From an optimization exercise on the open Yosys and OpenROAD flow, aimed at small area; shortcuts taken in it are not production practice. Function was checked by simulation only, so behaviour that the tests miss may differ from the original. Power and IR drop assume default switching activity.

==> flow/design.v (excerpt) <==
module direct_mapped_low_power_fixed (
    input  clk, reset,
    input  cpu_req, cpu_write,
    input  [31:0] cpu_addr,
    input  [31:0] cpu_write_data,
    output hit, miss,
    output [31:0] cpu_read_data,
    output [1:0] accessed_bank,
    output mem_req, mem_write,
    output reg [31:0] mem_addr,
    output reg [31:0] mem_write_data,
    input  [127:0] mem_read_data
);
wire [22:0] tag_in = cpu_addr[31:9];
wire [4:0]  idx    = cpu_addr[8:4];
wire [1:0]  wsel   = cpu_addr[3:2];
reg  [31:0]      valid;
reg  [32*23-1:0] tags;      
reg  [4095:0]    data;      
genvar l, k, b, h;
wire [31:0] lsel;
generate
    for (l = 0; l < 32; l = l + 1) begin : g_lsel
        assign lsel[l] = (idx == l);
    end
endgenerate
wire [22:0] cur_tag;
dm_aosel #(.N(32), .W(23)) u_tag_rd (.s(lsel), .d(tags), .gate(1'b1), .y(cur_tag));
wire cur_valid = |(lsel & valid);
wire cache_hit = cur_valid && (cur_tag == tag_in);
wire [3:0]   wmask;
wire [255:0] new_line;    
wire [127:0] den;
wire [31:0]  ten;
wire [31:0]  sel_l;
generate
    for (k = 0; k < 4; k = k + 1) begin : g_new
        wire wr_here = cpu_write && (wsel == k);
        assign wmask[k] = !cache_hit || wr_here;
    end
    for (l = 0; l < 2; l = l + 1) begin : g_nd
        dm_newline u (.wr(cpu_write), .wsel(wsel), .wd(cpu_write_data), .md(mem_read_data),
                      .nd(new_line[128*l +: 128]));
    end
    for (l = 0; l < 32; l = l + 1) begin : g_en
        wire sel = cpu_req && lsel[l];
        assign sel_l[l] = sel;
        assign ten[l] = sel && !cache_hit;
        for (k = 0; k < 4; k = k + 1) begin : g_word
            assign den[l*4 + k] = sel && wmask[k];
        end
    end
endgenerate
wire [32*23-1:0] tags_d;
wire [4095:0]    data_d;
generate
    for (l = 0; l < 32; l = l + 1) begin : g_hold_line
        dm_hold #(.W(23)) u_tag (.en({23{ten[l]}}), .hold({23{~ten[l]}}), .nd(tag_in),
                                 .q(tags[l*23 +: 23]), .d(tags_d[l*23 +: 23]));
        for (k = 0; k < 4; k = k + 1) begin : g_word
            for (h = 0; h < 2; h = h + 1) begin : g_half
                wire en, hold;
                dm_en ue (.sel(sel_l[l]), .wm(wmask[k]), .en(en), .hold(hold));
                dm_hold #(.W(16)) u (.en({16{en}}), .hold({16{hold}}),
                                 .nd(new_line[128*(l/16) + 32*k + 16*h +: 16]),
  ...
clock: 10.0 ns
lec_check: 0
cap_margin: 30
core_margin: 2
core_utilization: 50
cts_cluster_diameter: 100
cts_cluster_size: 25
place_density: 0.6
slew_margin: 30
synth_hierarchical: 1
run.sh (not shown) runs the stock make flow with config.mk's settings and CLKGATE_MAP_FILE= SYNTH_SCRIPT=/design/flow/synth_recipe.tcl, a recipe that flattens the netlist after the stock synthesis.
Next try:
==> flow/flow/run.sh (new file) <==
#!/bin/bash
set -euo pipefail
bash standard.sh \
  "BUFFER_PORTS_ARGS=-buffer_cell sky130_fd_sc_hd__buf_1" \
  "CTS_ARGS=-sink_clustering_enable -repair_clock_nets -sink_clustering_size 27 -sink_clustering_max_diameter 100 -dont_use_dummy_load" \
  finish > flow_standard.log 2>&1
==> flow/standard.sh (new file) <==
#!/bin/bash
# synth_recipe.tcl (not shown) runs the flow's synth.tcl, then flattens the netlist and writes it again
# the make line also repeats each setting of config.mk as NAME=value (left out here)
make -C /OpenROAD-flow-scripts/flow DESIGN_CONFIG=/design/flow/config.mk WORK_HOME=/design/flow/orfs CLKGATE_MAP_FILE= SYNTH_SCRIPT=/design/flow/synth_recipe.tcl "${@:-finish}"
--- a/flow/config.mk
+++ b/flow/config.mk
@@ -7,3 +7,3 @@
 export LEC_CHECK = 0
-export CAP_MARGIN = 30
+export CAP_MARGIN = 25
 export CORE_MARGIN = 2
@@ -11,5 +11,5 @@
 export CTS_CLUSTER_DIAMETER = 100
-export CTS_CLUSTER_SIZE = 25
-export PLACE_DENSITY = 0.6
-export SLEW_MARGIN = 30
+export CTS_CLUSTER_SIZE = 27
+export PLACE_DENSITY = 0.8
+export SLEW_MARGIN = 25
 export SYNTH_HIERARCHICAL = 1
removed: flow/run.sh
Clock power drops by about 8%.
Worst hold slack stays flat.
Via count drops by 1.8%.
Cell area drops by 2.4%.
Core utilization drops by 1.4 points.
Final cell count drops by 1.2%.
Global-route usage drops by 7.2 points.
Die area stays the same.
Count of clock-buffer cells in the layout drops by 38.
Next try:
==> flow/flow/run.sh (replaced) <==
#!/bin/bash
set -euo pipefail
bash standard.sh "BUFFER_PORTS_ARGS=-buffer_cell sky130_fd_sc_hd__buf_1" finish > flow_standard.log 2>&1
--- a/flow/config.mk
+++ b/flow/config.mk
@@ -7,3 +7,3 @@
 export LEC_CHECK = 0
-export CAP_MARGIN = 25
+export CAP_MARGIN = 30
 export CORE_MARGIN = 2
@@ -11,5 +11,5 @@
 export CTS_CLUSTER_DIAMETER = 100
-export CTS_CLUSTER_SIZE = 27
-export PLACE_DENSITY = 0.8
-export SLEW_MARGIN = 25
+export CTS_CLUSTER_SIZE = 25
+export PLACE_DENSITY = 0.6
+export SLEW_MARGIN = 30
 export SYNTH_HIERARCHICAL = 1
Global-route usage rose by 6.7 points.
Die area stays the same.
Register-to-register slack is worse by 0.36 ns.
Setup slack is better by 0.26 ns.
Sequential power is about the same.
Hold slack hardly moves.
Count of clock-buffer cells in the layout rose by 38.
Sequential cell count does not change.
Routed wire length rose by about a fifth.
Area after synthesis is unchanged.

[what the ideal ports hide]
The results above use ideal ports. As a check the final layouts listed here were re-extracted and re-timed, cells and wires unchanged. Step 1 (the two cells are an assumption about what drives the block):
set clk [get_ports {clk}]
set_driving_cell -lib_cell sky130_fd_sc_hd__clkbuf_16 $clk
set_driving_cell -lib_cell sky130_fd_sc_hd__buf_2 [delete_from_list [all_inputs] $clk]
Step 2, shift: input delay + t, output delay - t, t = (earliest + latest rising clock arrival at the registers) / 2. This alone moves slack from input paths to output paths. Three values: ideal ports, drivers, drivers and shift; two values: the first two.
run | shift t [ns] | setup slack, ns | worst setup path at the end
the first run | 1.121 | 1.476 / 1.499 / 0.438 | input to register
the second run | 1.069 | 1.658 / 1.547 / 1.210 | input to register
the third run | 1.128 | 1.918 / 1.971 / 0.872 | input to register
After both steps every run listed still meets setup and hold. For the third run, which loses most, drivers alone change the setup slack by +0.053 ns; drivers and shift together by -1.046 ns.
